This is an optimization exercise on Yosys and OpenROAD, whose aim is small area, not a production implementation.
Function was checked by simulation only, so behaviour that the tests miss may differ from the original.
Power is estimated from default activity; no workload was simulated.

Setup of job 610:
Design Hdlc, start of the top module:
module Hdlc (
  input logic        Clk,  
  input logic        Rst,  
  input logic  [2:0] Address,      
  input logic        WriteEnable,  
  input logic        ReadEnable,   
  input logic  [7:0] DataIn,       
  output logic [7:0] DataOut,      
  output logic       Tx,       
  input logic        TxEN,     
  output logic       Tx_Done,  
  input logic        Rx,       
  input logic        RxEN,     
  output logic       Rx_Ready  
);
  logic Tx_ValidFrame;    
  logic Tx_AbortedTrans;  
  logic Tx_WriteFCS;      
  logic Tx_InitZero;      
  logic Tx_StartFCS;      
  logic Tx_RdBuff;        
  logic Tx_NewByte;  
  logic       Tx_FCSDone;  
  logic [7:0] Tx_Data;     
  logic              Tx_Full;         
  logic              Tx_DataAvail;    
  logic        [7:0] Tx_FrameSize;    
  logic        [7:0] Tx_FcsAddr;      
  logic        [2:0] Tx_FcsBitSel;    
  logic              Tx_FcsBit;       
  logic        [7:0] Tx_DataOutBuff;  
  logic       Tx_WrBuff;      
  logic       Tx_Enable;      
  logic [7:0] Tx_DataInBuff;  
  logic       Tx_AbortFrame;  
  logic Rx_ValidFrame;       
  logic Rx_WrBuff;           
  logic Rx_EoF;              
  logic Rx_AbortSignal;      
  ...
clock: 10.0 ns
lec_check: 0
cap_margin: 20
core_margin: 2
core_utilization: 72
cts_buf_list: sky130_fd_sc_hd__clkbuf_16
cts_cluster_diameter: 90
cts_cluster_size: 28
place_density_lb_addon: 0.1
slew_margin: 20
run.sh (not shown) runs the stock make flow with config.mk's settings and CLKGATE_MAP_FILE= SYNTH_SCRIPT=/design/flow/synth_recipe.tcl, a recipe that flattens the netlist after the stock synthesis.
The flow did not stop early for job 610: all stages ran, and the layout cleared the timing, design-rule and antenna checks.
Modified inputs, job 2977 compared to job 610
--- a/flow/config.mk
+++ b/flow/config.mk
@@ -10,6 +10,6 @@
 export CORE_UTILIZATION = 72
 export CTS_BUF_LIST = sky130_fd_sc_hd__clkbuf_16
-export CTS_CLUSTER_DIAMETER = 90
-export CTS_CLUSTER_SIZE = 28
+export CTS_CLUSTER_DIAMETER = 80
+export CTS_CLUSTER_SIZE = 24
 export PLACE_DENSITY_LB_ADDON = 0.1
 export SLEW_MARGIN = 20
Notes after the runs:
- Having completed the whole flow, job 2977 delivered a layout that passed the timing, design-rule and antenna checks.
- Against job 610, job 2977 comes in 0.97% higher on leakage power summed over all cells.
- Diff job 610 -> job 2977: fraction of area in registers moved down; met1 global-route usage level; routed wire length moved down; final worst setup slack moved up.
- In terms of clock latency on the worst-skew pair, job 2977 and job 610 differ only marginally.
- Sequential group share of total power was higher in the run labelled job 610.
Changes in job 4529 relative to job 2977:
--- a/flow/config.mk
+++ b/flow/config.mk
@@ -8,8 +8,8 @@
 export CAP_MARGIN = 20
 export CORE_MARGIN = 2
-export CORE_UTILIZATION = 72
+export CORE_UTILIZATION = 65
 export CTS_BUF_LIST = sky130_fd_sc_hd__clkbuf_16
-export CTS_CLUSTER_DIAMETER = 80
-export CTS_CLUSTER_SIZE = 24
+export CTS_CLUSTER_DIAMETER = 90
+export CTS_CLUSTER_SIZE = 28
 export PLACE_DENSITY_LB_ADDON = 0.1
 export SLEW_MARGIN = 20
## What came out
- Every stage of the flow completed for job 4529, and the final layout passed the timing, design-rule and antenna checks.
- Maximum clock frequency, job 4529 and job 2977: smaller value in job 4529
- Delta (job 4529 minus job 2977): initial antenna violation count went up by 1, wire length went down by 13 mm.
#### Input delta (job 3510 over job 4529)
--- a/flow/config.mk
+++ b/flow/config.mk
@@ -10,6 +10,6 @@
 export CORE_UTILIZATION = 65
 export CTS_BUF_LIST = sky130_fd_sc_hd__clkbuf_16
-export CTS_CLUSTER_DIAMETER = 90
-export CTS_CLUSTER_SIZE = 28
+export CTS_CLUSTER_DIAMETER = 80
+export CTS_CLUSTER_SIZE = 24
 export PLACE_DENSITY_LB_ADDON = 0.1
 export SLEW_MARGIN = 20
[summary]
- The worst stage delay on the critical path was comparable across job 3510 and job 4529.
- Summary of the comparison: post-route non-filler standard cell count is higher in job 3510, relative to job 4529.
- Changes observed in job 3510 relative to job 4529: number of diodes added for antenna fixing now smaller, global-route met3 utilization now larger, non-clock buffer count now smaller, switching power now larger, final-layout non-clock buffer area share comparable.
- Both conditions hold for job 3510: the flow ran to the end and the final layout passed the timing, design-rule and antenna checks.
- Relative to job 4529, the length of routed met3 wiring of job 3510 is higher by about 4.3%.
- [job 3510] worst hold margin fell 9.4 ps relative to job 4529
- | part of the total power dissipated in combinational logic | job 3510 vs job 4529 | 0.6 points lower |

-- port drivers added, routing unchanged --
How much do the figures lean on ideal ports? The routed layouts below were timed once more, with nothing changed but the port constraints. Step 1 sets driving cells, clkbuf_16 on the clock port and buf_2 on the other inputs (assumed; they add their load-dependent delay and slew). Step 2 adds t to the input delays and takes it off the output delays; t is the mean of the earliest and latest rising clock arrival at the registers after step 1. Input paths then give back, and output paths get back, about the clock's delay inside the block. Three values: ideal ports, drivers, drivers and shift; two values: the first two.
run	shift t [ns]	setup slack, ns	worst hold slack (ns)	worst setup path at the end
job 610	0.861	3.710 / 3.687 / 3.687	0.359 / 0.359 / 0.359	input to output
job 2977	0.846	3.719 / 3.696 / 3.696	0.354 / 0.354 / 0.354	input to output
job 4529	0.845	3.691 / 3.667 / 3.667	0.358 / 0.358 / 0.358	input to output
job 3510	0.853	3.700 / 3.676 / 3.676	0.348 / 0.348 / 0.348	input to output
After both steps every run listed still meets setup and hold.
